Source: an optimization exercise on an open RTL-to-GDS flow (aim: small area). Production flows keep margins and buffers that such runs may drop.
The RTL was checked by simulation tests, not by an equivalence proof against the original design.

**flow/flow/run.sh**
```bash
#!/bin/bash
# Layout flow: the standard flow (standard.sh), with these changes:
#  * synthesis is the standard flow's synthesis script (synth_recipe.tcl) unchanged except that
#    its final ABC technology mapping runs flow/abc_map.script (ABC's area mapper
#    amap) in place of ORFS's abc_area.script; registers are mapped before ABC
#    runs, so they are exactly the standard synthesis's;
#  * after synthesis, flow/polarity.py removes the inverters that synthesis leaves
#    around full adders (it uses full adders in inverted form where that saves
#    inverters); registers and all other cells are untouched;
#  * ports are buffered with buf_1 cells;
#  * clock tree synthesis uses clkbuf_4 cells in clusters of up to 10 sinks and
#    inserts no dummy loads.
# Each tool's output goes to a log file of its own in this folder.
set -euo pipefail
cd "$(dirname "$0")/.."
WORK=$(pwd)
RES="$WORK/orfs/results/sky130hd/CNN_Two_Layer/base"

cat > "$WORK/own_synth.tcl" <<EOT
proc abc {args} {
  set i [lsearch \$args -script]
  if {\$i >= 0} { set args [lreplace \$args [expr {\$i + 1}] [expr {\$i + 1}] $WORK/flow/abc_map.script] }
  yosys abc {*}\$args
}
source $WORK/synth_recipe.tcl
EOT
sed "s|SYNTH_SCRIPT=[^ ]*|SYNTH_SCRIPT=$WORK/own_synth.tcl|" standard.sh > "$WORK/own_standard.sh"
grep -q "SYNTH_SCRIPT=$WORK/own_synth.tcl" "$WORK/own_standard.sh"

export BUFFER_PORTS_ARGS="-buffer_cell sky130_fd_sc_hd__buf_1"
export CTS_ARGS="-sink_clustering_enable -repair_clock_nets -sink_clustering_size 7 -sink_clustering_max_diameter 40 -buf_list \"sky130_fd_sc_hd__clkbuf_2 sky130_fd_sc_hd__clkbuf_4\" -dont_use_dummy_load"

bash "$WORK/own_standard.sh" "$RES/1_2_yosys.v" > "$WORK/synth.log" 2>&1
cp "$RES/1_2_yosys.v" "$WORK/1_2_yosys.mapped.v"
python3 flow/polarity.py "$RES/1_2_yosys.v" > "$WORK/polarity.log" 2>&1
bash "$WORK/own_standard.sh" > "$WORK/layout.log" 2>&1
```
**flow/flow/polarity.py**
```python
#!/usr/bin/env python3
"""Removes inverters around full adders in a mapped sky130hd netlist.

A full adder is self-dual: FA(~a, ~b, ~c) = (~sum, ~cout). Synthesis often
leaves full adders whose inputs or outputs pass through inverters. This script
collapses every inverter chain to signals with a polarity, chooses for each
full adder whether to use it in inverted form (local search on the number of
inverters needed), and writes the netlist back with one inverter per signal
that some load needs inverted. A NAND2 whose only load is such an inverter
becomes an AND2. Registers and all other cells are kept as they are.

usage: polarity.py netlist.v  (rewrites it in place; prints a summary)
"""
import re
import sys
import random

PFX = "sky130_fd_sc_hd__"
OUT_PINS = {"X", "Y", "Q", "Q_N", "COUT", "SUM", "HI", "LO"}

path = sys.argv[1]
text = open(path).read()

m_mod = re.search(r"^module .*?;\n", text, re.M | re.S)
end = text.rindex("endmodule")
body = text[m_mod.end():end]

# split body into declarations and cell instances
inst_re = re.compile(r"^\s*(" + PFX + r"\w+)\s+(\S+)\s*\((.*?)\);\n", re.M | re.S)
pin_re = re.compile(r"\.(\w+)\(\s*(.*?)\s*\)(?=\s*,|\s*$)", re.S)

cells = []   # dict(type, name, pins{pin: net})
decls = []
pos = 0
for m in inst_re.finditer(body):
    decls.append(body[pos:m.start()])
    pos = m.end()
    pins = {}
    for pm in pin_re.finditer(m.group(3)):
        pins[pm.group(1)] = pm.group(2).strip()
    cells.append({"type": m.group(1)[len(PFX):], "name": m.group(2), "pins": pins})
decls.append(body[pos:])
if any(re.search(r"\bassign\b", d) for d in decls):
    sys.exit("polarity.py: netlist has assign statements; left unchanged")
decl_text = "".join(decls)

port_nets = set()
for m in re.finditer(r"^\s*(input|output)\s+(\[\d+:\d+\]\s+)?(\S+?)\s*;", decl_text, re.M):
    port_nets.add(m.group(3))


def is_port(net):
    base = net.split("[")[0].strip()
    return base in port_nets or net in port_nets


def is_inv(c):
    return c["type"].startswith("inv_") or c["type"].startswith("clkinv_")


driver = {}
loads = {}
for i, c in enumerate(cells):
    for p, n in c["pins"].items():
        if p in OUT_PINS:
            driver[n] = (i, p)
        else:
            loads.setdefault(n, []).append((i, p))

# inverters we may remove: input and output are internal nets, and the output is not a port
removable = set()
for i, c in enumerate(cells):
    if is_inv(c):
        a, y = c["pins"]["A"], c["pins"]["Y"]
        if not is_port(y) and not a.startswith("1'"):
            removable.add(i)


def root_of(net):
    """(root net, polarity): follows removable inverters back to a non-inverter driver."""
    pol = 0
    seen = 0
    while True:
        d = driver.get(net)
        if d is None or d[0] not in removable or seen > 50:
            return net, pol
        net = cells[d[0]]["pins"]["A"]
        pol ^= 1
        seen += 1


fa_ids = [i for i, c in enumerate(cells) if c["type"].startswith("fa_")]
fa_index = {i: k for k, i in enumerate(fa_ids)}

# every load pin of a non-removable cell, expressed against a root
# demand[root] = list of (cell id, pin, polarity wanted relative to root)
demand = {}
for i, c in enumerate(cells):
    if i in removable:
        continue
    for p, n in c["pins"].items():
        if p in OUT_PINS or n.startswith("1'") or n == "":
            continue
        r, pol = root_of(n)
        demand.setdefault(r, []).append((i, p, pol))

roots = list(demand.keys())
# root driven by an FA output?
root_fa = {}
for r in roots:
    d = driver.get(r)
    if d is not None and d[0] in fa_index:
        root_fa[r] = d[0]

flip = [0] * len(fa_ids)


def root_cost(r):
    dpol = flip[fa_index[root_fa[r]]] if r in root_fa else 0
    need = set()
    for (i, p, pol) in demand[r]:
        q = pol ^ (flip[fa_index[i]] if i in fa_index else 0)
        need.add(q ^ dpol)
    return 1 if 1 in need else 0


# roots touching each FA
touch = {k: set() for k in range(len(fa_ids))}
for r in roots:
    if r in root_fa:
        touch[fa_index[root_fa[r]]].add(r)
    for (i, p, pol) in demand[r]:
        if i in fa_index:
            touch[fa_index[i]].add(r)

cost_before = sum(root_cost(r) for r in roots)
before_invs = len(removable)


def local_search():
    improved = True
    while improved:
        improved = False
        for k in range(len(fa_ids)):
            rs = touch[k]
            old = sum(root_cost(r) for r in rs)
            flip[k] ^= 1
            new = sum(root_cost(r) for r in rs)
            if new < old:
                improved = True
            else:
                flip[k] ^= 1


local_search()
best = list(flip)
best_cost = sum(root_cost(r) for r in roots)
rng = random.Random(1)
for _ in range(30):
    # perturb and descend again
    for k in rng.sample(range(len(fa_ids)), max(1, len(fa_ids) // 10)):
        flip[k] ^= 1
    local_search()
    c = sum(root_cost(r) for r in roots)
    if c < best_cost:
        best_cost, best = c, list(flip)
    else:
        flip[:] = best
flip[:] = best

# rebuild: remove removable inverters, then reconnect each demand
new_cells = [c for i, c in enumerate(cells)]
keep = [i not in removable for i in range(len(cells))]
inv_count = 0
and_merges = 0
extra_wires = []


def new_net():
    global inv_count
    inv_count += 1
    n = f"_pol{inv_count}_"
    extra_wires.append(n)
    return n


for r in roots:
    dpol = flip[fa_index[root_fa[r]]] if r in root_fa else 0
    inv_net = None
    want_inv = []
    for (i, p, pol) in demand[r]:
        q = pol ^ (flip[fa_index[i]] if i in fa_index else 0)
        if q ^ dpol:
            want_inv.append((i, p))
        else:
            cells[i]["pins"][p] = r
    if want_inv:
        d = driver.get(r)
        # NAND2 (or NOR2) whose only use is inverted: make it AND2 (OR2)
        only = all(True for _ in want_inv) and len(want_inv) == len(demand[r]) and not is_port(r)
        if only and d is not None and cells[d[0]]["type"] in ("nand2_1", "nor2_1") and keep[d[0]]:
            cells[d[0]]["type"] = "and2_1" if cells[d[0]]["type"] == "nand2_1" else "or2_1"
            cells[d[0]]["pins"]["X"] = cells[d[0]]["pins"].pop("Y")
            for (i, p) in want_inv:
                cells[i]["pins"][p] = r
            and_merges += 1
            continue
        inv_net = new_net()
        cells.append({"type": "inv_1", "name": f"_polinv{inv_count}_",
                      "pins": {"A": r, "Y": inv_net}})
        keep.append(True)
        for (i, p) in want_inv:
            cells[i]["pins"][p] = inv_net

# FA flips: nothing changes in the FA cell itself; its nets now carry the other polarity,
# which the demand wiring above already accounts for.

out = [text[:m_mod.end()], decl_text.rstrip("\n") + "\n"]
for n in extra_wires:
    out.append(f"  wire {n};\n")
for i, c in enumerate(cells):
    if not keep[i]:
        continue
    pins = ",\n".join(f"    .{p}({n}{' ' if n.startswith(chr(92)) else ''})"
                       for p, n in c["pins"].items())
    out.append(f"  {PFX}{c['type']} {c['name']} (\n{pins}\n  );\n")
out.append(text[end:])
open(path, "w").write("".join(out))
after = sum(1 for i, c in enumerate(cells) if keep[i] and is_inv(c))
print(f"polarity.py: {sum(flip)} of {len(fa_ids)} full adders flipped; inverters "
      f"{sum(1 for c in cells[:len(removable)] if False) or before_invs} removable before, "
      f"{inv_count - and_merges if False else inv_count} placed after; {and_merges} NAND2/NOR2 -> AND2/OR2; "
      f"model cost {cost_before} -> {best_cost}; inverters in netlist now {after}")
```
**flow/constraint.sdc**
```tcl
create_clock -name core_clock -period 8.0 [get_ports {clk}]
set_input_delay 1.6000 -clock core_clock [delete_from_list [all_inputs] [get_ports {clk}]]
set_output_delay 1.6000 -clock core_clock [all_outputs]
set_load 0.01 [all_outputs]
```
**flow/design.v**
```verilog
`timescale 1ns / 1ps
`timescale 1ns / 1ps
module Add3Relu8(x, y, z, r);
  input [7:0] x, y, z;
  output [8:0] r;
  wire [9:0] s;
  wire n1;
  wire n2;
  wire n3;
  wire n4;
  wire n5;
  wire n6;
  wire n7;
  wire n8;
  wire n9;
  wire n10;
  wire n11;
  wire n12;
  wire n13;
  wire n14;
  wire n15;
  wire n16;
  wire n17;
  wire n18;
  wire n19;
  wire n20;
  wire n21;
  wire n22;
  wire n23;
  wire n24;
  wire n25;
  wire n26;
  wire n27;
  wire n28;
  wire n29;
  wire n30;
  wire n31;
  wire n32;
  wire n33;
  wire n34;
  wire n35;
  assign n1 = x[0] ^ y[0] ^ z[0];
  assign n2 = (x[0] & y[0]) | (x[0] & z[0]) | (y[0] & z[0]);
  assign n3 = x[1] ^ y[1] ^ z[1];
  assign n4 = (x[1] & y[1]) | (x[1] & z[1]) | (y[1] & z[1]);
  assign n5 = x[2] ^ y[2] ^ z[2];
  assign n6 = (x[2] & y[2]) | (x[2] & z[2]) | (y[2] & z[2]);
  assign n7 = x[3] ^ y[3] ^ z[3];
  assign n8 = (x[3] & y[3]) | (x[3] & z[3]) | (y[3] & z[3]);
  assign n9 = x[4] ^ y[4] ^ z[4];
  assign n10 = (x[4] & y[4]) | (x[4] & z[4]) | (y[4] & z[4]);
  assign n11 = x[5] ^ y[5] ^ z[5];
  assign n12 = (x[5] & y[5]) | (x[5] & z[5]) | (y[5] & z[5]);
  assign n13 = x[6] ^ y[6] ^ z[6];
  assign n14 = (x[6] & y[6]) | (x[6] & z[6]) | (y[6] & z[6]);
  assign n15 = ~x[7] ^ ~y[7] ^ ~z[7];
  assign n16 = (~x[7] & ~y[7]) | (~x[7] & ~z[7]) | (~y[7] & ~z[7]);
  assign n17 = n14 ^ n15 ^ 1;
  assign n18 = (n14 & n15) | (n14 & 1) | (n15 & 1);
  assign n19 = n2 ^ n3;
  assign n20 = n2 & n3;
  assign n21 = n4 ^ n5 ^ n20;
  assign n22 = (n4 & n5) | (n4 & n20) | (n5 & n20);
  assign n23 = n6 ^ n7 ^ n22;
  assign n24 = (n6 & n7) | (n6 & n22) | (n7 & n22);
  assign n25 = n8 ^ n9 ^ n24;
  assign n26 = (n8 & n9) | (n8 & n24) | (n9 & n24);
  assign n27 = n10 ^ n11 ^ n26;
  assign n28 = (n10 & n11) | (n10 & n26) | (n11 & n26);
  assign n29 = n12 ^ n13 ^ n28;
  assign n30 = (n12 & n13) | (n12 & n28) | (n13 & n28);
  assign n31 = n17 ^ n30;
  assign n32 = n17 & n30;
  assign n33 = n16 ^ n18 ^ n32;
  assign n34 = (n16 & n18) | (n16 & n32) | (n18 & n32);
  assign n35 = 1 ^ n34;
  assign s = {n35, n33, n31, n29, n27, n25, n23, n21, n19, n1};
  assign r = s[9] ? 9'd0 : s[8:0];
endmodule
module Add3Relu19(x, y, z, r);
  input [18:0] x, y, z;
  output [18:0] r;
  wire [19:0] s;
  wire n1;
  wire n2;
  wire n3;
  wire n4;
  wire n5;
  wire n6;
  wire n7;
  wire n8;
  wire n9;
  wire n10;
  wire n11;
  wire n12;
  wire n13;
  wire n14;
  wire n15;
  wire n16;
  wire n17;
  wire n18;
  wire n19;
  wire n20;
  wire n21;
  wire n22;
  wire n23;
  wire n24;
  wire n25;
  wire n26;
  wire n27;
  wire n28;
  wire n29;
  wire n30;
  wire n31;
  wire n32;
  wire n33;
  wire n34;
  wire n35;
  wire n36;
  wire n37;
  wire n38;
  wire n39;
  wire n40;
  wire n41;
  wire n42;
  wire n43;
  wire n44;
  wire n45;
  wire n46;
  wire n47;
  wire n48;
  wire n49;
  wire n50;
  wire n51;
  wire n52;
  wire n53;
  wire n54;
  wire n55;
  wire n56;
  wire n57;
  wire n58;
  wire n59;
  wire n60;
  wire n61;
  wire n62;
  wire n63;
  wire n64;
  wire n65;
  wire n66;
  wire n67;
  wire n68;
  wire n69;
  wire n70;
  wire n71;
  wire n72;
  wire n73;
  wire n74;
  wire n75;
  wire n76;
  wire n77;
  wire n78;
  wire n79;
  wire n80;
  wire n81;
  wire n82;
  wire n83;
  wire n84;
  wire n85;
  wire n86;
  wire n87;
  wire n88;
  wire n89;
  wire n90;
  wire n91;
  wire n92;
  wire n93;
  wire n94;
  wire n95;
  wire n96;
  wire n97;
  wire n98;
  wire n99;
  assign n1 = x[0] ^ y[0] ^ z[0];
  assign n2 = (x[0] & y[0]) | (x[0] & z[0]) | (y[0] & z[0]);
  assign n3 = x[1] ^ y[1] ^ z[1];
  assign n4 = (x[1] & y[1]) | (x[1] & z[1]) | (y[1] & z[1]);
  assign n5 = x[2] ^ y[2] ^ z[2];
  assign n6 = (x[2] & y[2]) | (x[2] & z[2]) | (y[2] & z[2]);
  assign n7 = x[3] ^ y[3] ^ z[3];
  assign n8 = (x[3] & y[3]) | (x[3] & z[3]) | (y[3] & z[3]);
  assign n9 = x[4] ^ y[4] ^ z[4];
  assign n10 = (x[4] & y[4]) | (x[4] & z[4]) | (y[4] & z[4]);
  assign n11 = x[5] ^ y[5] ^ z[5];
  assign n12 = (x[5] & y[5]) | (x[5] & z[5]) | (y[5] & z[5]);
  assign n13 = x[6] ^ y[6] ^ z[6];
  assign n14 = (x[6] & y[6]) | (x[6] & z[6]) | (y[6] & z[6]);
  assign n15 = x[7] ^ y[7] ^ z[7];
  assign n16 = (x[7] & y[7]) | (x[7] & z[7]) | (y[7] & z[7]);
  assign n17 = x[8] ^ y[8] ^ z[8];
  assign n18 = (x[8] & y[8]) | (x[8] & z[8]) | (y[8] & z[8]);
  assign n19 = x[9] ^ y[9] ^ z[9];
  assign n20 = (x[9] & y[9]) | (x[9] & z[9]) | (y[9] & z[9]);
  assign n21 = x[10] ^ y[10] ^ z[10];
  assign n22 = (x[10] & y[10]) | (x[10] & z[10]) | (y[10] & z[10]);
  assign n23 = x[11] ^ y[11] ^ z[11];
  assign n24 = (x[11] & y[11]) | (x[11] & z[11]) | (y[11] & z[11]);
  assign n25 = x[12] ^ y[12] ^ z[12];
  assign n26 = (x[12] & y[12]) | (x[12] & z[12]) | (y[12] & z[12]);
  assign n27 = x[13] ^ y[13] ^ z[13];
  assign n28 = (x[13] & y[13]) | (x[13] & z[13]) | (y[13] & z[13]);
  assign n29 = x[14] ^ y[14] ^ z[14];
  assign n30 = (x[14] & y[14]) | (x[14] & z[14]) | (y[14] & z[14]);
  assign n31 = x[15] ^ y[15] ^ z[15];
  assign n32 = (x[15] & y[15]) | (x[15] & z[15]) | (y[15] & z[15]);
  assign n33 = x[16] ^ y[16] ^ z[16];
  assign n34 = (x[16] & y[16]) | (x[16] & z[16]) | (y[16] & z[16]);
  assign n35 = x[17] ^ y[17] ^ z[17];
  assign n36 = (x[17] & y[17]) | (x[17] & z[17]) | (y[17] & z[17]);
  assign n37 = ~x[18] ^ ~y[18] ^ ~z[18];
  assign n38 = (~x[18] & ~y[18]) | (~x[18] & ~z[18]) | (~y[18] & ~z[18]);
  assign n39 = n36 ^ n37 ^ 1;
  assign n40 = (n36 & n37) | (n36 & 1) | (n37 & 1);
  assign n41 = n2 ^ n3;
  assign n42 = n2 & n3;
  assign n43 = n4 ^ n5 ^ n42;
  assign n44 = (n4 & n5) | (n4 & n42) | (n5 & n42);
  assign n45 = n6 ^ n7 ^ n44;
  assign n46 = (n6 & n7) | (n6 & n44) | (n7 & n44);
  assign n47 = n8 ^ n9 ^ n46;
  assign n48 = (n8 & n9) | (n8 & n46) | (n9 & n46);
  assign n49 = n10 ^ n11 ^ n48;
  assign n50 = (n10 & n11) | (n10 & n48) | (n11 & n48);
  assign n51 = n12 ^ n13 ^ n50;
  assign n52 = (n12 & n13) | (n12 & n50) | (n13 & n50);
  assign n53 = n14 ^ n15 ^ n52;
  assign n54 = (n14 & n15) | (n14 & n52) | (n15 & n52);
  assign n55 = n16 ^ n17 ^ n54;
  assign n56 = (n16 & n17) | (n16 & n54) | (n17 & n54);
  assign n57 = n18 ^ n19;
  assign n58 = n18 & n19;
  assign n59 = n20 ^ n21 ^ n58;
  assign n60 = (n20 & n21) | (n20 & n58) | (n21 & n58);
  assign n61 = n22 ^ n23 ^ n60;
  assign n62 = (n22 & n23) | (n22 & n60) | (n23 & n60);
  assign n63 = n24 ^ n25 ^ n62;
  assign n64 = (n24 & n25) | (n24 & n62) | (n25 & n62);
  assign n65 = n26 ^ n27 ^ n64;
  assign n66 = (n26 & n27) | (n26 & n64) | (n27 & n64);
  assign n67 = n28 ^ n29 ^ n66;
  assign n68 = (n28 & n29) | (n28 & n66) | (n29 & n66);
  assign n69 = n30 ^ n31 ^ n68;
  assign n70 = (n30 & n31) | (n30 & n68) | (n31 & n68);
  assign n71 = n32 ^ n33 ^ n70;
  assign n72 = (n32 & n33) | (n32 & n70) | (n33 & n70);
  assign n73 = n34 ^ n35 ^ n72;
  assign n74 = (n34 & n35) | (n34 & n72) | (n35 & n72);
  assign n75 = n39 ^ n74;
  assign n76 = n39 & n74;
  assign n77 = n38 ^ n40 ^ n76;
  assign n78 = (n38 & n40) | (n38 & n76) | (n40 & n76);
  assign n79 = n57 ^ n56;
  assign n80 = n57 & n56;
  assign n81 = n59 ^ n80;
  assign n82 = n59 & n80;
  assign n83 = n61 ^ n82;
  assign n84 = n61 & n82;
  assign n85 = n63 ^ n84;
  assign n86 = n63 & n84;
  assign n87 = n65 ^ n86;
  assign n88 = n65 & n86;
  assign n89 = n67 ^ n88;
  assign n90 = n67 & n88;
  assign n91 = n69 ^ n90;
  assign n92 = n69 & n90;
  assign n93 = n71 ^ n92;
  assign n94 = n71 & n92;
  assign n95 = n73 ^ n94;
  assign n96 = n73 & n94;
  assign n97 = n75 ^ n96;
  assign n98 = n75 & n96;
  assign n99 = n77 ^ n98;
  assign s = {n99, n97, n95, n93, n91, n89, n87, n85, n83, n81, n79, n55, n53, n51, n49, n47, n45, n43, n41, n1};
  assign r = s[19] ? 19'd0 : s[18:0];
endmodule
`timescale 1ns / 1ps
module MulU4S4(a, b, p);
  input [3:0] a;
  input [3:0] b;
  output [7:0] p;
  wire n1;
  wire n2;
  wire n3;
  wire n4;
  wire n5;
  wire n6;
  wire n7;
  wire n8;
  wire n9;
  wire n10;
  wire n11;
  wire n12;
  wire n13;
  wire n14;
  wire n15;
  wire n16;
  wire n17;
  wire n18;
  wire n19;
  wire n20;
  wire n21;
  wire n22;
  wire n23;
  wire n24;
  wire n25;
  assign n1 = (a[2] & b[0]) ^ (a[1] & b[1]) ^ (a[0] & b[2]);
  assign n2 = ((a[2] & b[0]) & (a[1] & b[1])) | ((a[2] & b[0]) & (a[0] & b[2])) | ((a[1] & b[1]) & (a[0] & b[2]));
  assign n3 = (a[3] & b[0]) ^ (a[2] & b[1]) ^ (a[1] & b[2]);
  assign n4 = ((a[3] & b[0]) & (a[2] & b[1])) | ((a[3] & b[0]) & (a[1] & b[2])) | ((a[2] & b[1]) & (a[1] & b[2]));
  assign n5 = ~(a[0] & b[3]) ^ n2 ^ n3;
  assign n6 = (~(a[0] & b[3]) & n2) | (~(a[0] & b[3]) & n3) | (n2 & n3);
  assign n7 = (a[3] & b[1]) ^ (a[2] & b[2]) ^ ~(a[1] & b[3]);
  assign n8 = ((a[3] & b[1]) & (a[2] & b[2])) | ((a[3] & b[1]) & ~(a[1] & b[3])) | ((a[2] & b[2]) & ~(a[1] & b[3]));
  assign n9 = n4 ^ n7 ^ n6;
  assign n10 = (n4 & n7) | (n4 & n6) | (n7 & n6);
  assign n11 = (a[3] & b[2]) ^ ~(a[2] & b[3]) ^ n8;
  assign n12 = ((a[3] & b[2]) & ~(a[2] & b[3])) | ((a[3] & b[2]) & n8) | (~(a[2] & b[3]) & n8);
  assign n13 = (a[1] & b[0]) ^ (a[0] & b[1]);
  assign n14 = (a[1] & b[0]) & (a[0] & b[1]);
  assign n15 = n1 ^ n14;
  assign n16 = n1 & n14;
  assign n17 = 1 ^ n5 ^ n16;
  assign n18 = (1 & n5) | (1 & n16) | (n5 & n16);
  assign n19 = n9 ^ n18;
  assign n20 = n9 & n18;
  assign n21 = n10 ^ n11 ^ n20;
  assign n22 = (n10 & n11) | (n10 & n20) | (n11 & n20);
  assign n23 = ~(a[3] & b[3]) ^ n12 ^ n22;
  assign n24 = (~(a[3] & b[3]) & n12) | (~(a[3] & b[3]) & n22) | (n12 & n22);
  assign n25 = 1 ^ n24;
  assign p = {n25, n23, n21, n19, n17, n15, n13, (a[0] & b[0])};
endmodule
module MulU9S10(a, b, p);
  input [8:0] a;
  input [9:0] b;
  output [18:0] p;
  wire n1;
  wire n2;
  wire n3;
  wire n4;
  wire n5;
  wire n6;
  wire n7;
  wire n8;
  wire n9;
  wire n10;
  wire n11;
  wire n12;
  wire n13;
  wire n14;
  wire n15;
  wire n16;
  wire n17;
  wire n18;
  wire n19;
  wire n20;
  wire n21;
  wire n22;
  wire n23;
  wire n24;
  wire n25;
  wire n26;
  wire n27;
  wire n28;
  wire n29;
  wire n30;
  wire n31;
  wire n32;
  wire n33;
  wire n34;
  wire n35;
  wire n36;
  wire n37;
  wire n38;
  wire n39;
  wire n40;
  wire n41;
  wire n42;
  wire n43;
  wire n44;
  wire n45;
  wire n46;
  wire n47;
  wire n48;
  wire n49;
  wire n50;
  wire n51;
  wire n52;
  wire n53;
  wire n54;
  wire n55;
  wire n56;
  wire n57;
  wire n58;
  wire n59;
  wire n60;
  wire n61;
  wire n62;
  wire n63;
  wire n64;
  wire n65;
  wire n66;
  wire n67;
  wire n68;
  wire n69;
  wire n70;
  wire n71;
  wire n72;
  wire n73;
  wire n74;
  wire n75;
  wire n76;
  wire n77;
  wire n78;
  wire n79;
  wire n80;
  wire n81;
  wire n82;
  wire n83;
  wire n84;
  wire n85;
  wire n86;
  wire n87;
  wire n88;
  wire n89;
  wire n90;
  wire n91;
  wire n92;
  wire n93;
  wire n94;
  wire n95;
  wire n96;
  wire n97;
  wire n98;
  wire n99;
  wire n100;
  wire n101;
  wire n102;
  wire n103;
  wire n104;
  wire n105;
  wire n106;
  wire n107;
  wire n108;
  wire n109;
  wire n110;
  wire n111;
  wire n112;
  wire n113;
  wire n114;
  wire n115;
  wire n116;
  wire n117;
  wire n118;
  wire n119;
  wire n120;
  wire n121;
  wire n122;
  wire n123;
  wire n124;
  wire n125;
  wire n126;
  wire n127;
  wire n128;
  wire n129;
  wire n130;
  wire n131;
  wire n132;
  wire n133;
  wire n134;
  wire n135;
  wire n136;
  wire n137;
  wire n138;
  wire n139;
  wire n140;
  wire n141;
  wire n142;
  wire n143;
  wire n144;
  wire n145;
  wire n146;
  wire n147;
  wire n148;
  wire n149;
  wire n150;
  wire n151;
  wire n152;
  wire n153;
  wire n154;
  wire n155;
  wire n156;
  wire n157;
  wire n158;
  wire n159;
  wire n160;
  wire n161;
  wire n162;
  wire n163;
  wire n164;
  wire n165;
  wire n166;
  wire n167;
  wire n168;
  wire n169;
  wire n170;
  wire n171;
  wire n172;
  wire n173;
  wire n174;
  wire n175;
  wire n176;
  wire n177;
  assign n1 = (a[2] & b[0]) ^ (a[1] & b[1]) ^ (a[0] & b[2]);
  assign n2 = ((a[2] & b[0]) & (a[1] & b[1])) | ((a[2] & b[0]) & (a[0] & b[2])) | ((a[1] & b[1]) & (a[0] & b[2]));
  assign n3 = (a[3] & b[0]) ^ (a[2] & b[1]) ^ (a[1] & b[2]);
  assign n4 = ((a[3] & b[0]) & (a[2] & b[1])) | ((a[3] & b[0]) & (a[1] & b[2])) | ((a[2] & b[1]) & (a[1] & b[2]));
  assign n5 = (a[0] & b[3]) ^ n2 ^ n3;
  assign n6 = ((a[0] & b[3]) & n2) | ((a[0] & b[3]) & n3) | (n2 & n3);
  assign n7 = (a[4] & b[0]) ^ (a[3] & b[1]) ^ (a[2] & b[2]);
  assign n8 = ((a[4] & b[0]) & (a[3] & b[1])) | ((a[4] & b[0]) & (a[2] & b[2])) | ((a[3] & b[1]) & (a[2] & b[2]));
  assign n9 = (a[1] & b[3]) ^ (a[0] & b[4]) ^ n4;
  assign n10 = ((a[1] & b[3]) & (a[0] & b[4])) | ((a[1] & b[3]) & n4) | ((a[0] & b[4]) & n4);
  assign n11 = n7 ^ n6 ^ n9;
  assign n12 = (n7 & n6) | (n7 & n9) | (n6 & n9);
  assign n13 = (a[5] & b[0]) ^ (a[4] & b[1]) ^ (a[3] & b[2]);
  assign n14 = ((a[5] & b[0]) & (a[4] & b[1])) | ((a[5] & b[0]) & (a[3] & b[2])) | ((a[4] & b[1]) & (a[3] & b[2]));
  assign n15 = (a[2] & b[3]) ^ (a[1] & b[4]) ^ (a[0] & b[5]);
  assign n16 = ((a[2] & b[3]) & (a[1] & b[4])) | ((a[2] & b[3]) & (a[0] & b[5])) | ((a[1] & b[4]) & (a[0] & b[5]));
  assign n17 = n8 ^ n13 ^ n15;
  assign n18 = (n8 & n13) | (n8 & n15) | (n13 & n15);
  assign n19 = n10 ^ n17 ^ n12;
  assign n20 = (n10 & n17) | (n10 & n12) | (n17 & n12);
  assign n21 = (a[6] & b[0]) ^ (a[5] & b[1]) ^ (a[4] & b[2]);
  assign n22 = ((a[6] & b[0]) & (a[5] & b[1])) | ((a[6] & b[0]) & (a[4] & b[2])) | ((a[5] & b[1]) & (a[4] & b[2]));
  assign n23 = (a[3] & b[3]) ^ (a[2] & b[4]) ^ (a[1] & b[5]);
  assign n24 = ((a[3] & b[3]) & (a[2] & b[4])) | ((a[3] & b[3]) & (a[1] & b[5])) | ((a[2] & b[4]) & (a[1] & b[5]));
  assign n25 = (a[0] & b[6]) ^ n14 ^ n16;
  assign n26 = ((a[0] & b[6]) & n14) | ((a[0] & b[6]) & n16) | (n14 & n16);
  assign n27 = n21 ^ n23 ^ n18;
  assign n28 = (n21 & n23) | (n21 & n18) | (n23 & n18);
  assign n29 = n25 ^ n27 ^ n20;
  assign n30 = (n25 & n27) | (n25 & n20) | (n27 & n20);
  assign n31 = (a[7] & b[0]) ^ (a[6] & b[1]) ^ (a[5] & b[2]);
  assign n32 = ((a[7] & b[0]) & (a[6] & b[1])) | ((a[7] & b[0]) & (a[5] & b[2])) | ((a[6] & b[1]) & (a[5] & b[2]));
  assign n33 = (a[4] & b[3]) ^ (a[3] & b[4]) ^ (a[2] & b[5]);
  assign n34 = ((a[4] & b[3]) & (a[3] & b[4])) | ((a[4] & b[3]) & (a[2] & b[5])) | ((a[3] & b[4]) & (a[2] & b[5]));
  assign n35 = (a[1] & b[6]) ^ (a[0] & b[7]) ^ n22;
  assign n36 = ((a[1] & b[6]) & (a[0] & b[7])) | ((a[1] & b[6]) & n22) | ((a[0] & b[7]) & n22);
  assign n37 = n24 ^ n31 ^ n33;
  assign n38 = (n24 & n31) | (n24 & n33) | (n31 & n33);
  assign n39 = n26 ^ n35 ^ n37;
  assign n40 = (n26 & n35) | (n26 & n37) | (n35 & n37);
  assign n41 = n28 ^ n39 ^ n30;
  assign n42 = (n28 & n39) | (n28 & n30) | (n39 & n30);
  assign n43 = (a[8] & b[0]) ^ (a[7] & b[1]) ^ (a[6] & b[2]);
  assign n44 = ((a[8] & b[0]) & (a[7] & b[1])) | ((a[8] & b[0]) & (a[6] & b[2])) | ((a[7] & b[1]) & (a[6] & b[2]));
  assign n45 = (a[5] & b[3]) ^ (a[4] & b[4]) ^ (a[3] & b[5]);
  assign n46 = ((a[5] & b[3]) & (a[4] & b[4])) | ((a[5] & b[3]) & (a[3] & b[5])) | ((a[4] & b[4]) & (a[3] & b[5]));
  assign n47 = (a[2] & b[6]) ^ (a[1] & b[7]) ^ (a[0] & b[8]);
  assign n48 = ((a[2] & b[6]) & (a[1] & b[7])) | ((a[2] & b[6]) & (a[0] & b[8])) | ((a[1] & b[7]) & (a[0] & b[8]));
  assign n49 = n32 ^ n34 ^ n43;
  assign n50 = (n32 & n34) | (n32 & n43) | (n34 & n43);
  assign n51 = n45 ^ n47 ^ n36;
  assign n52 = (n45 & n47) | (n45 & n36) | (n47 & n36);
  assign n53 = n38 ^ n49 ^ n51;
  assign n54 = (n38 & n49) | (n38 & n51) | (n49 & n51);
  assign n55 = n40 ^ n53 ^ n42;
  assign n56 = (n40 & n53) | (n40 & n42) | (n53 & n42);
  assign n57 = (a[8] & b[1]) ^ (a[7] & b[2]) ^ (a[6] & b[3]);
  assign n58 = ((a[8] & b[1]) & (a[7] & b[2])) | ((a[8] & b[1]) & (a[6] & b[3])) | ((a[7] & b[2]) & (a[6] & b[3]));
  assign n59 = (a[5] & b[4]) ^ (a[4] & b[5]) ^ (a[3] & b[6]);
  assign n60 = ((a[5] & b[4]) & (a[4] & b[5])) | ((a[5] & b[4]) & (a[3] & b[6])) | ((a[4] & b[5]) & (a[3] & b[6]));
  assign n61 = (a[2] & b[7]) ^ (a[1] & b[8]) ^ ~(a[0] & b[9]);
  assign n62 = ((a[2] & b[7]) & (a[1] & b[8])) | ((a[2] & b[7]) & ~(a[0] & b[9])) | ((a[1] & b[8]) & ~(a[0] & b[9]));
  assign n63 = n44 ^ n46 ^ n48;
  assign n64 = (n44 & n46) | (n44 & n48) | (n46 & n48);
  assign n65 = n57 ^ n59 ^ n61;
  assign n66 = (n57 & n59) | (n57 & n61) | (n59 & n61);
  assign n67 = n50 ^ n63 ^ n65;
  assign n68 = (n50 & n63) | (n50 & n65) | (n63 & n65);
  assign n69 = n52 ^ n67 ^ n54;
  assign n70 = (n52 & n67) | (n52 & n54) | (n67 & n54);
  assign n71 = n69 ^ n56 ^ 1;
  assign n72 = (n69 & n56) | (n69 & 1) | (n56 & 1);
  assign n73 = (a[8] & b[2]) ^ (a[7] & b[3]) ^ (a[6] & b[4]);
  assign n74 = ((a[8] & b[2]) & (a[7] & b[3])) | ((a[8] & b[2]) & (a[6] & b[4])) | ((a[7] & b[3]) & (a[6] & b[4]));
  assign n75 = (a[5] & b[5]) ^ (a[4] & b[6]) ^ (a[3] & b[7]);
  assign n76 = ((a[5] & b[5]) & (a[4] & b[6])) | ((a[5] & b[5]) & (a[3] & b[7])) | ((a[4] & b[6]) & (a[3] & b[7]));
  assign n77 = (a[2] & b[8]) ^ ~(a[1] & b[9]) ^ n58;
  assign n78 = ((a[2] & b[8]) & ~(a[1] & b[9])) | ((a[2] & b[8]) & n58) | (~(a[1] & b[9]) & n58);
  assign n79 = n60 ^ n62 ^ n73;
  assign n80 = (n60 & n62) | (n60 & n73) | (n62 & n73);
  assign n81 = n75 ^ n64 ^ n66;
  assign n82 = (n75 & n64) | (n75 & n66) | (n64 & n66);
  assign n83 = n77 ^ n79 ^ n68;
  assign n84 = (n77 & n79) | (n77 & n68) | (n79 & n68);
  assign n85 = n81 ^ n83 ^ n70;
  assign n86 = (n81 & n83) | (n81 & n70) | (n83 & n70);
  assign n87 = (a[8] & b[3]) ^ (a[7] & b[4]) ^ (a[6] & b[5]);
  assign n88 = ((a[8] & b[3]) & (a[7] & b[4])) | ((a[8] & b[3]) & (a[6] & b[5])) | ((a[7] & b[4]) & (a[6] & b[5]));
  assign n89 = (a[5] & b[6]) ^ (a[4] & b[7]) ^ (a[3] & b[8]);
  assign n90 = ((a[5] & b[6]) & (a[4] & b[7])) | ((a[5] & b[6]) & (a[3] & b[8])) | ((a[4] & b[7]) & (a[3] & b[8]));
  assign n91 = ~(a[2] & b[9]) ^ n74 ^ n76;
  assign n92 = (~(a[2] & b[9]) & n74) | (~(a[2] & b[9]) & n76) | (n74 & n76);
  assign n93 = n87 ^ n89 ^ n78;
  assign n94 = (n87 & n89) | (n87 & n78) | (n89 & n78);
  assign n95 = n80 ^ n91 ^ n82;
  assign n96 = (n80 & n91) | (n80 & n82) | (n91 & n82);
  assign n97 = n93 ^ n95 ^ n84;
  assign n98 = (n93 & n95) | (n93 & n84) | (n95 & n84);
  assign n99 = (a[8] & b[4]) ^ (a[7] & b[5]) ^ (a[6] & b[6]);
  assign n100 = ((a[8] & b[4]) & (a[7] & b[5])) | ((a[8] & b[4]) & (a[6] & b[6])) | ((a[7] & b[5]) & (a[6] & b[6]));
  assign n101 = (a[5] & b[7]) ^ (a[4] & b[8]) ^ ~(a[3] & b[9]);
  assign n102 = ((a[5] & b[7]) & (a[4] & b[8])) | ((a[5] & b[7]) & ~(a[3] & b[9])) | ((a[4] & b[8]) & ~(a[3] & b[9]));
  assign n103 = n88 ^ n90 ^ n99;
  assign n104 = (n88 & n90) | (n88 & n99) | (n90 & n99);
  assign n105 = n101 ^ n92 ^ n103;
  assign n106 = (n101 & n92) | (n101 & n103) | (n92 & n103);
  assign n107 = n94 ^ n105 ^ n96;
  assign n108 = (n94 & n105) | (n94 & n96) | (n105 & n96);
  assign n109 = (a[8] & b[5]) ^ (a[7] & b[6]) ^ (a[6] & b[7]);
  assign n110 = ((a[8] & b[5]) & (a[7] & b[6])) | ((a[8] & b[5]) & (a[6] & b[7])) | ((a[7] & b[6]) & (a[6] & b[7]));
  assign n111 = (a[5] & b[8]) ^ ~(a[4] & b[9]) ^ n100;
  assign n112 = ((a[5] & b[8]) & ~(a[4] & b[9])) | ((a[5] & b[8]) & n100) | (~(a[4] & b[9]) & n100);
  assign n113 = n102 ^ n109 ^ n104;
  assign n114 = (n102 & n109) | (n102 & n104) | (n109 & n104);
  assign n115 = n111 ^ n106 ^ n113;
  assign n116 = (n111 & n106) | (n111 & n113) | (n106 & n113);
  assign n117 = (a[8] & b[6]) ^ (a[7] & b[7]) ^ (a[6] & b[8]);
  assign n118 = ((a[8] & b[6]) & (a[7] & b[7])) | ((a[8] & b[6]) & (a[6] & b[8])) | ((a[7] & b[7]) & (a[6] & b[8]));
  assign n119 = ~(a[5] & b[9]) ^ n110 ^ n117;
  assign n120 = (~(a[5] & b[9]) & n110) | (~(a[5] & b[9]) & n117) | (n110 & n117);
  assign n121 = n112 ^ n119 ^ n114;
  assign n122 = (n112 & n119) | (n112 & n114) | (n119 & n114);
  assign n123 = (a[8] & b[7]) ^ (a[7] & b[8]) ^ ~(a[6] & b[9]);
  assign n124 = ((a[8] & b[7]) & (a[7] & b[8])) | ((a[8] & b[7]) & ~(a[6] & b[9])) | ((a[7] & b[8]) & ~(a[6] & b[9]));
  assign n125 = n118 ^ n123 ^ n120;
  assign n126 = (n118 & n123) | (n118 & n120) | (n123 & n120);
  assign n127 = (a[8] & b[8]) ^ ~(a[7] & b[9]) ^ n124;
  assign n128 = ((a[8] & b[8]) & ~(a[7] & b[9])) | ((a[8] & b[8]) & n124) | (~(a[7] & b[9]) & n124);
  assign n129 = (a[1] & b[0]) ^ (a[0] & b[1]);
  assign n130 = (a[1] & b[0]) & (a[0] & b[1]);
  assign n131 = n1 ^ n130;
  assign n132 = n1 & n130;
  assign n133 = n5 ^ n132;
  assign n134 = n5 & n132;
  assign n135 = n11 ^ n134;
  assign n136 = n11 & n134;
  assign n137 = n19 ^ n136;
  assign n138 = n19 & n136;
  assign n139 = n29 ^ n138;
  assign n140 = n29 & n138;
  assign n141 = n41 ^ n140;
  assign n142 = n41 & n140;
  assign n143 = n55 ^ n142;
  assign n144 = n55 & n142;
  assign n145 = n71 ^ n144;
  assign n146 = n71 & n144;
  assign n147 = n72 ^ n85 ^ n146;
  assign n148 = (n72 & n85) | (n72 & n146) | (n85 & n146);
  assign n149 = n86 ^ n97 ^ n148;
  assign n150 = (n86 & n97) | (n86 & n148) | (n97 & n148);
  assign n151 = n98 ^ n107;
  assign n152 = n98 & n107;
  assign n153 = n108 ^ n115 ^ n152;
  assign n154 = (n108 & n115) | (n108 & n152) | (n115 & n152);
  assign n155 = n116 ^ n121 ^ n154;
  assign n156 = (n116 & n121) | (n116 & n154) | (n121 & n154);
  assign n157 = n122 ^ n125 ^ n156;
  assign n158 = (n122 & n125) | (n122 & n156) | (n125 & n156);
  assign n159 = n126 ^ n127 ^ n158;
  assign n160 = (n126 & n127) | (n126 & n158) | (n127 & n158);
  assign n161 = ~(a[8] & b[9]) ^ n128 ^ n160;
  assign n162 = (~(a[8] & b[9]) & n128) | (~(a[8] & b[9]) & n160) | (n128 & n160);
  assign n163 = 1 ^ n162;
  assign n164 = 1 & n162;
  assign n165 = n151 ^ n150;
  assign n166 = n151 & n150;
  assign n167 = n153 ^ n166;
  assign n168 = n153 & n166;
  assign n169 = n155 ^ n168;
  assign n170 = n155 & n168;
  assign n171 = n157 ^ n170;
  assign n172 = n157 & n170;
  assign n173 = n159 ^ n172;
  assign n174 = n159 & n172;
  assign n175 = n161 ^ n174;
  assign n176 = n161 & n174;
  assign n177 = n163 ^ n176;
  assign p = {n177, n175, n173, n171, n169, n167, n165, n149, n147, n145, n143, n141, n139, n137, n135, n133, n131, n129, (a[0] & b[0])};
endmodule
`timescale 1ns / 1ps
module RegisterFile(clk, Start, WriteState, WriteData, Group, ReadData1, ReadData2, ReadData3);
  parameter PW = 8;
  input clk;
  input Start;
  input [3:0] WriteState;
  input [PW-1:0] WriteData;
  input [4:0] Group;
  output reg [PW-1:0] ReadData1, ReadData2, ReadData3;
  function [3:0] entry_state;
    input integer k;
    integer i;
    reg [3:0] s;
    begin
      s = 4'b0001;
      for (i = 0; i < k; i = i + 1) s = {s[2:0], s[3] ^ s[2]};
      entry_state = s;
    end
  endfunction
  reg [PW-1:0] P [0:14];
  genvar k;
  generate
    for (k = 0; k < 15; k = k + 1) begin : entry
      always @(posedge clk)
        if (Start && WriteState == entry_state(k)) P[k] <= WriteData;
    end
  endgenerate
  integer g;
  always @(*) begin
    ReadData1 = {PW{1'b0}};
    ReadData2 = {PW{1'b0}};
    ReadData3 = {PW{1'b0}};
    for (g = 0; g < 5; g = g + 1) begin
      ReadData1 = ReadData1 | ({PW{Group[g]}} & P[3*g]);
      ReadData2 = ReadData2 | ({PW{Group[g]}} & P[3*g+1]);
      ReadData3 = ReadData3 | ({PW{Group[g]}} & P[3*g+2]);
    end
  end
endmodule
`timescale 1ns / 1ps
module AddressCounter(clk, rst_n, Start, ReadEn, WriteState, Group);
  input clk, rst_n;
  input Start;
  input ReadEn;
  output reg [3:0] WriteState;
  output reg [4:0] Group;
  always @(posedge clk or negedge rst_n) begin
    if (!rst_n) begin
      WriteState <= 4'b0001;
      Group <= 5'b00001;
    end else begin
      if (Start) WriteState <= {WriteState[2:0], WriteState[3] ^ WriteState[2]};
      if (ReadEn) Group <= {Group[3:0], Group[4]};
    end
  end
endmodule
`timescale 1ns / 1ps
module CNN_Single_Layer(clk, rst_n, Start, Image, Filter, ReadEn, ConvResult);
    parameter L  = 1;
    parameter IW = 4;    
    parameter FW = 4;    
    parameter PW = 8;    
    parameter SW = 9;    
    input clk;
    input rst_n;
    input Start;
    input [IW-1:0] Image;
    input signed [FW-1:0] Filter;
    input ReadEn;
    output [SW-1:0] ConvResult;
    wire [3:0] WriteState;
    wire [4:0] Group;
    wire [PW-1:0] MultValue;
    wire [PW-1:0] Rd1, Rd2, Rd3;
    wire [SW-1:0] GroupSum;
    reg  [SW-1:0] T, S;
    generate
      if (L == 1) begin : l1
        MulU4S4 Multiplicator (.a(Image), .b(Filter), .p(MultValue));
        Add3Relu8 ADDER (.x(Rd1), .y(Rd2), .z(Rd3), .r(GroupSum));
      end else begin : l2
        MulU9S10 Multiplicator (.a(Image), .b(Filter), .p(MultValue));
        Add3Relu19 ADDER (.x(Rd1), .y(Rd2), .z(Rd3), .r(GroupSum));
      end
    endgenerate
    AddressCounter AddressCounter (.clk(clk), .rst_n(rst_n), .Start(Start), .ReadEn(ReadEn),
        .WriteState(WriteState), .Group(Group));
    RegisterFile #(.PW(PW)) RegisterFile (.clk(clk), .Start(Start), .WriteState(WriteState),
        .WriteData(MultValue), .Group(Group), .ReadData1(Rd1), .ReadData2(Rd2), .ReadData3(Rd3));
    always @(posedge clk or negedge rst_n) begin
        if (!rst_n) begin
            T <= {SW{1'b0}};
            S <= {SW{1'b0}};
        end else begin
            if (ReadEn) T <= GroupSum;
            S <= T;
        end
    end
    assign ConvResult = S;
endmodule
`timescale 1ns / 1ps
module CNN_Two_Layer( 
clk, rst_n,
Start1, Image, Filter1, ReadEn1,
Start2, Filter2, ReadEn2,
ConvResult
    );
    input clk;
    input rst_n;
    input Start1;
    input [3:0] Image;
    input signed [3:0] Filter1;
    input ReadEn1;
    input Start2;
    input signed [9:0] Filter2;
    input ReadEn2;
    output signed [21:0] ConvResult;
    wire [8:0]  layer1_to_layer2;
    wire [18:0] layer2_out;
    CNN_Single_Layer #(.L(1), .IW(4), .FW(4), .PW(8), .SW(9)) Layer1(.clk(clk), .rst_n(rst_n),
        .Start(Start1), .Image(Image), .Filter(Filter1), .ReadEn(ReadEn1), .ConvResult(layer1_to_layer2));
    CNN_Single_Layer #(.L(2), .IW(9), .FW(10), .PW(19), .SW(19)) Layer2(.clk(clk), .rst_n(rst_n),
        .Start(Start2), .Image(layer1_to_layer2), .Filter(Filter2), .ReadEn(ReadEn2), .ConvResult(layer2_out));
    assign ConvResult = {3'b000, layer2_out};
endmodule
```
**flow/standard.sh**
```bash
#!/bin/bash
# synth_recipe.tcl (not shown) runs the flow's synth.tcl, then flattens the netlist and writes it again
# the make line also repeats each setting of config.mk as NAME=value (left out here)
make -C /OpenROAD-flow-scripts/flow DESIGN_CONFIG=/design/flow/config.mk WORK_HOME=/design/flow/orfs CLKGATE_MAP_FILE= SYNTH_SCRIPT=/design/flow/synth_recipe.tcl "${@:-finish}"
```
**flow/flow/abc_map.script**
```
strash
dch -f
amap
topo
stime -c
buffer -c
upsize -c
dnsize -c
```
**flow/config.mk**
```make
export PLATFORM = sky130hd
export DESIGN_NAME = CNN_Two_Layer
export DESIGN_NICKNAME = CNN_Two_Layer
export VERILOG_FILES = /design/flow/design.v
export SDC_FILE = /design/flow/constraint.sdc
export NUM_CORES = 4
export LEC_CHECK = 0
export ABC_AREA = 1
export CAP_MARGIN = 0
export CORE_MARGIN = 2
export CORE_UTILIZATION = 60
export SLEW_MARGIN = 0
```
==> impl_metrics.ini, run 1 <==
[route]
post_drt_wl_per_cell_um = 23.63
dr.first_iter.drc_count = 1075
viasPerCell = 6.059
vias = 11325
drc = 0
firstDrtPassIters = 7
ant_nets = 0
wirelength_um = 44170

[worst_setup_path]
critPathMaxFanout = 17
timing.rr.end = Layer2.T[3]$_DFFE_PN0P_
cp_num_buf_inv = 4
slowest_stage = dfrtp_2
slowest_delay_ns = 0.53
r2r_cells = 31
crit_type = reg2reg
crit_top_cell = ha_1
crit_path_end_kind = flop
r2r-start = Layer2.AddressCounter.Group[1]$_DFFE_PN0P_
arrival_ns = 7.92
rrSetupSlack_ns = 0.71
crit_path_start_kind = flop
critical_path_required_ns = 8.63
path_delay_family = adder cells

[clock_tree]
h-tree-depth = 3
cts_setup_buffers = 0
cts_resized = 0
cts_tree = done
holdBufCountCts = 0
numCtsBuffers = 81
clock_latency_ns = 0.75
cts.path.max_buffers = 3
cts_sinks = 479
cts-root-buf = clkbuf_4
clk_pin_slew_ns = 0.08

[job]
drv_cap = 0

[worst_hold_path]
min_to = Layer1.S[1]$_DFF_PN0_
whs_path_depth = 0
hp-class = reg2reg
hold_start = Layer1.T[1]$_DFFE_PN0P_

[die]
die_h_um = 189.2
start_util_pct = 61.23
die_w_um = 189.2
rows = 67
die_area_sq_um = 35800
core_area_sq_um = 33620
ioPinCount = 46

[timing]
period_share_pct = 91.14
slew_headroom_pct = 30.09
slew_viol_final = 0
fin_skew_ns = 0.06574
setup-tns-final_ns = 0
fmax_mhz = 137.2
tightestPinTransition_ns = 1.049
finalHoldViolations = 0
rsz0062_at_grt = no
period_minus_slack_ns = 7.291
finalSetupViolCount = 0

[global_routing]
grt_max_degree = 75
grt_usage_pct = 25.86
antenna_found_initial = 2
grt_pass1_vias = 11785
grt_overflow = 0
grt_pass1_wl_um = 67920

[synth]
synth_warnings = 7
synth_area_sq_um = 20580
avgSynthCellArea_sq_um = 15.51
syn-instance-count = 1327

[placement]
hpwl_um = 27520
port_buffers = 42
dp_cells = 1786
place.gp.congestion = 0.9048

[run_status]
status = complete, no violations

[finish]
fin_nets = 1617
syn_to_final_growth_pct = 6.535
layout-drive-gt1-share_pct = 9.161
fillerInstances = 2443
final_cells = 1869
## per-layer routing
metal  GRT usage [%]  routed length, um  vias up
met2           43.73              22180      455
met5               0                  0        -
met1           34.76              17600     5715
li1                -                  -     5054
met3           5.042               3389      101
met4           7.335               1005        0
## how the worst max path moves through the flow
stage	from	cells past startpoint	slack, ns	endpoint
after floorplan	Filter2[0]	20	0.19	Layer2.RegisterFile.P[0][18]$_DFFE_PP_
after global placement	Filter2[0]	23	0.22	Layer2.RegisterFile.P[12][18]$_DFFE_PP_
after detailed placement	Filter2[0]	23	0.12	Layer2.RegisterFile.P[6][18]$_DFFE_PP_
after CTS	Layer2.AddressCounter.Group[1]$_DFFE_PN0P_	31	0.69	Layer2.T[3]$_DFFE_PN0P_
after global routing	Layer2.AddressCounter.Group[1]$_DFFE_PN0P_	31	0.27	Layer2.T[3]$_DFFE_PN0P_
final	Layer2.AddressCounter.Group[1]$_DFFE_PN0P_	31	0.71	Layer2.T[3]$_DFFE_PN0P_
## cells in the final DEF, fill, tap and decap left out, types with 13 or more instances in the layout
master,instances
ha_1,46
clkbuf_4,82
inv_1,105
o22ai_1,13
nand2_1,188
a222oi_1,81
fa_1,126
edfxtp_1,405
buf_4,24
a21oi_1,60
a22oi_1,27
nor2_1,90
dfrtp_1,66
a32o_1,23
buf_1,41
## state kept, by name (all words and copies together), names as in the netlist
| name | count |
|---|---|
| Layer1.T | 9 |
| Layer2.S | 19 |
| Layer2.AddressCounter.WriteState | 4 |
| Layer1.RegisterFile.P | 120 |
| Layer2.T | 19 |
| Layer1.S | 9 |
| Layer1.AddressCounter.WriteState | 4 |
| Layer2.AddressCounter.Group | 5 |
| Layer1.AddressCounter.Group | 5 |
| Layer2.RegisterFile.P | 285 |
## stage by stage
| stage | cell area (sq um) | utilization [%] | setup WS [ns] | hold WS (ns) |
|---|---|---|---|---|
| 4_1_cts | 21920 | 65.21 | 0.6944 | 0.3759 |
| 6_report | 21930 | 65.23 | 0.7088 | 0.3709 |
| 2_1_floorplan | 20590 | - | 0.1915 | 0.3540 |
| 3_5_place_dp | 21310 | 63.40 | 0.1205 | 0.3603 |
| 5_1_grt | 21930 | 65.23 | 0.2673 | 0.3838 |
| 3_3_place_gp | 21310 | 63.40 | 0.2242 | 0.3599 |
## area by class of cell
cell class                 instances  area, sq um  area share [%]
antenna                            2        5.005         0.02282
clock buffer                      81        608.1           2.773
inverter                         105        394.1           1.797
multi-input combinational        688         5995           27.34
sequential                       479        14020           63.95
tap                              448        560.5           2.556
timing repair buffer              66        341.6           1.558
==> run 2: changes to the inputs <==
--- a/flow/flow/run.sh
+++ b/flow/flow/run.sh
@@ -8,7 +8,7 @@
 #    around full adders (it uses full adders in inverted form where that saves
 #    inverters); registers and all other cells are untouched;
 #  * ports are buffered with buf_1 cells;
-#  * clock tree synthesis uses clkbuf_4 cells in clusters of up to 10 sinks and
+#  * clock tree synthesis uses clkbuf_8 cells in clusters of up to 16 sinks and
 #    inserts no dummy loads.
 # Each tool's output goes to a log file of its own in this folder.
 set -euo pipefail
@@ -28,7 +28,7 @@
 grep -q "SYNTH_SCRIPT=$WORK/own_synth.tcl" "$WORK/own_standard.sh"
 
 export BUFFER_PORTS_ARGS="-buffer_cell sky130_fd_sc_hd__buf_1"
-export CTS_ARGS="-sink_clustering_enable -repair_clock_nets -sink_clustering_size 7 -sink_clustering_max_diameter 40 -buf_list \"sky130_fd_sc_hd__clkbuf_2 sky130_fd_sc_hd__clkbuf_4\" -dont_use_dummy_load"
+export CTS_ARGS="-sink_clustering_enable -repair_clock_nets -sink_clustering_size 16 -sink_clustering_max_diameter 60 -buf_list sky130_fd_sc_hd__clkbuf_8 -dont_use_dummy_load"
 
 bash "$WORK/own_standard.sh" "$RES/1_2_yosys.v" > "$WORK/synth.log" 2>&1
 cp "$RES/1_2_yosys.v" "$WORK/1_2_yosys.mapped.v"
==> run 2 against run 1 <==
Against the previous run:
- largest cell class unchanged
- still clean on timing, DRC and antenna
- cell count is 2.5% lower
- utilization is 0.31 points lower
- via count is 3.0% lower
- routed wire length is 1.4% lower
- sequential share of layout area is 0.30 points higher
- die area stayed put
==> impl_metrics.ini, run 2 <==
[global_routing]
grt_max_degree = 75
antenna_found_initial = 0
grt_overflow = 0
grt_usage_pct = 25.24
grt_pass1_vias = 11403
grt_pass1_wl_um = 66790

[die]
die_w_um = 189.2
die_area_sq_um = 35800
die_h_um = 189.2
ioPinCount = 46
core_area_sq_um = 33620
start_util_pct = 61.23
rows = 67

[synth]
synth_area_sq_um = 20580
synth_warnings = 7
avgSynthCellArea_sq_um = 15.51
syn-instance-count = 1327

[worst_setup_path]
cp_num_buf_inv = 2
crit_type = in2reg
slowest_stage = ha_1
timing.rr.end = Layer2.T[14]$_DFFE_PN0P_
slowest_delay_ns = 0.52
r2r_cells = 31
path_delay_family = adder cells
crit_top_cell = fa_1
critPathMaxFanout = 15
rrSetupSlack_ns = 0.69
arrival_ns = 7.62
r2r-start = Layer2.AddressCounter.Group[1]$_DFFE_PN0P_
crit_path_end_kind = flop
crit_path_start_kind = input port
crit_chain = buf_1, inv_1, nor2_1, fa_1, fa_1, fa_1, fa_1, fa_1, fa_1, fa_1, ha_1, ha_1, fa_1, fa_1, ha_1, ha_1, ha_1, ha_1, ha_1, ha_1
critical_path_required_ns = 8.29

[timing]
slew_viol_final = 0
timing.hold.ws_ns = 0.3475
fin_skew_ns = 0.07729
period_minus_slack_ns = 7.325
slew_headroom_pct = 29.14
fmax_mhz = 136.5
finalSetupViolCount = 0
period_share_pct = 91.56
tightestPinTransition_ns = 1.063
rsz0062_at_grt = no
setup-tns-final_ns = 0
finalHoldViolations = 0

[route]
firstDrtPassIters = 9
wirelength_um = 43540
drc = 0
dr.first_iter.drc_count = 1055
post_drt_wl_per_cell_um = 23.88
ant_nets = 0
viasPerCell = 6.025
vias = 10983

[clock_tree]
holdBufCountCts = 0
numCtsBuffers = 37
h-tree-depth = 2
cts_tree = done
cts_resized = 0
cts_sinks = 479
clock_latency_ns = 0.58
clk_pin_slew_ns = 0.10
cts.path.max_buffers = 3
cts_setup_buffers = 0
cts-root-buf = clkbuf_8

[placement]
hpwl_um = 27520
port_buffers = 42
place.gp.congestion = 0.9048

[finish]
largest_register = Layer2.RegisterFile.P
layout-drive-gt1-share_pct = 6.255
final_common_cell = edfxtp_1
largest_reg_flops = 285
fillerInstances = 2441
fin_nets = 1573
antenna_cells = 0
mostFrequentLayoutCells = edfxtp_1 (405), nand2_1 (188), fa_1 (126), inv_1 (105), nor2_1 (90)
reg.largest.list = Layer2.RegisterFile.P x285, Layer1.RegisterFile.P x120
syn_to_final_growth_pct = 6.030

[worst_hold_path]
whs_path_depth = 0
min_to = Layer1.S[5]$_DFF_PN0_
hp-class = reg2reg
hold_start = Layer1.T[5]$_DFFE_PN0P_

[run_status]
status = complete, no violations

[job]
drv_cap = 0
## run 2: layer usage
metal  vias up  track usage, %  routed length [um]
li1       4921               -                   -
met1      5631           34.87               17780
met2       365           43.49               22250
met3        66           3.448                2674
met4         0           5.665                 836
met5         -               0                   0
## run 2: worst max path at each step
| stage | slack, ns | startpoint | cells past startpoint | end |
|---|---|---|---|---|
| after floorplan | 0.19 | Filter2[0] | 20 | Layer2.RegisterFile.P[0][18]$_DFFE_PP_ |
| after global placement | 0.22 | Filter2[0] | 23 | Layer2.RegisterFile.P[12][18]$_DFFE_PP_ |
| after detailed placement | 0.12 | Filter2[0] | 23 | Layer2.RegisterFile.P[6][18]$_DFFE_PP_ |
| after CTS | 0.68 | Layer2.AddressCounter.Group[1]$_DFFE_PN0P_ | 31 | Layer2.T[14]$_DFFE_PN0P_ |
| after global routing | 0.25 | Layer2.AddressCounter.Group[1]$_DFFE_PN0P_ | 31 | Layer2.T[14]$_DFFE_PN0P_ |
| final | 0.67 | Filter2[0] | 20 | Layer2.RegisterFile.P[6][17]$_DFFE_PP_ |
## run 2: stage by stage
stage | worst slack (ns) | std cells | utilization, % | cell area (sq um)
after CTS | 0.6754 | 1823 | 64.92 | 21820
after floorplan | 0.1915 | 1329 | - | 20590
final | 0.6748 | 1823 | 64.92 | 21820
after global placement | 0.2242 | 1786 | 63.40 | 21310
after detailed placement | 0.1205 | 1786 | 63.40 | 21310
after global routing | 0.2543 | 1823 | 64.92 | 21820
## run 2: layout make-up
cell class	instances	area (sq um)	area share, %
Tap cell	448	560.5	2.569
Sequential cell	479	14020	64.26
Multi-Input combinational cell	688	5995	27.47
Timing Repair Buffer	66	341.6	1.565
Inverter	105	394.1	1.806
Clock buffer	37	509.2	2.333

## port drivers added, routing unchanged
Ports are ideal in the flow. The routed layouts listed here were re-timed in OpenROAD.
Step 1 (the two cells are an assumption about what drives the block):
set clk [get_ports {clk}]
set_driving_cell -lib_cell sky130_fd_sc_hd__clkbuf_16 $clk
set_driving_cell -lib_cell sky130_fd_sc_hd__buf_2 [delete_from_list [all_inputs] $clk]
Step 2 adds t to the input delays and takes it off the output delays; t is the mean of the earliest and latest rising clock arrival at the registers after step 1. Input paths then give back, and output paths get back, about the clock's delay inside the block.
Slacks: ideal ports / drivers / drivers and shift; pairs: ideal ports / drivers.
run	t (ns)	slack for setup (ns)	worst setup path at the end	cell pins on the clock port's net
run 1	0.762	0.709 / 0.709 / 0.141	input to register	1
run 2	0.587	0.675 / 0.687 / 0.111	input to register	1
After both steps every run listed still meets setup and hold. The setup slack of run 1, which loses most, moves by 0.000 ns with the drivers and by -0.568 ns with both steps.
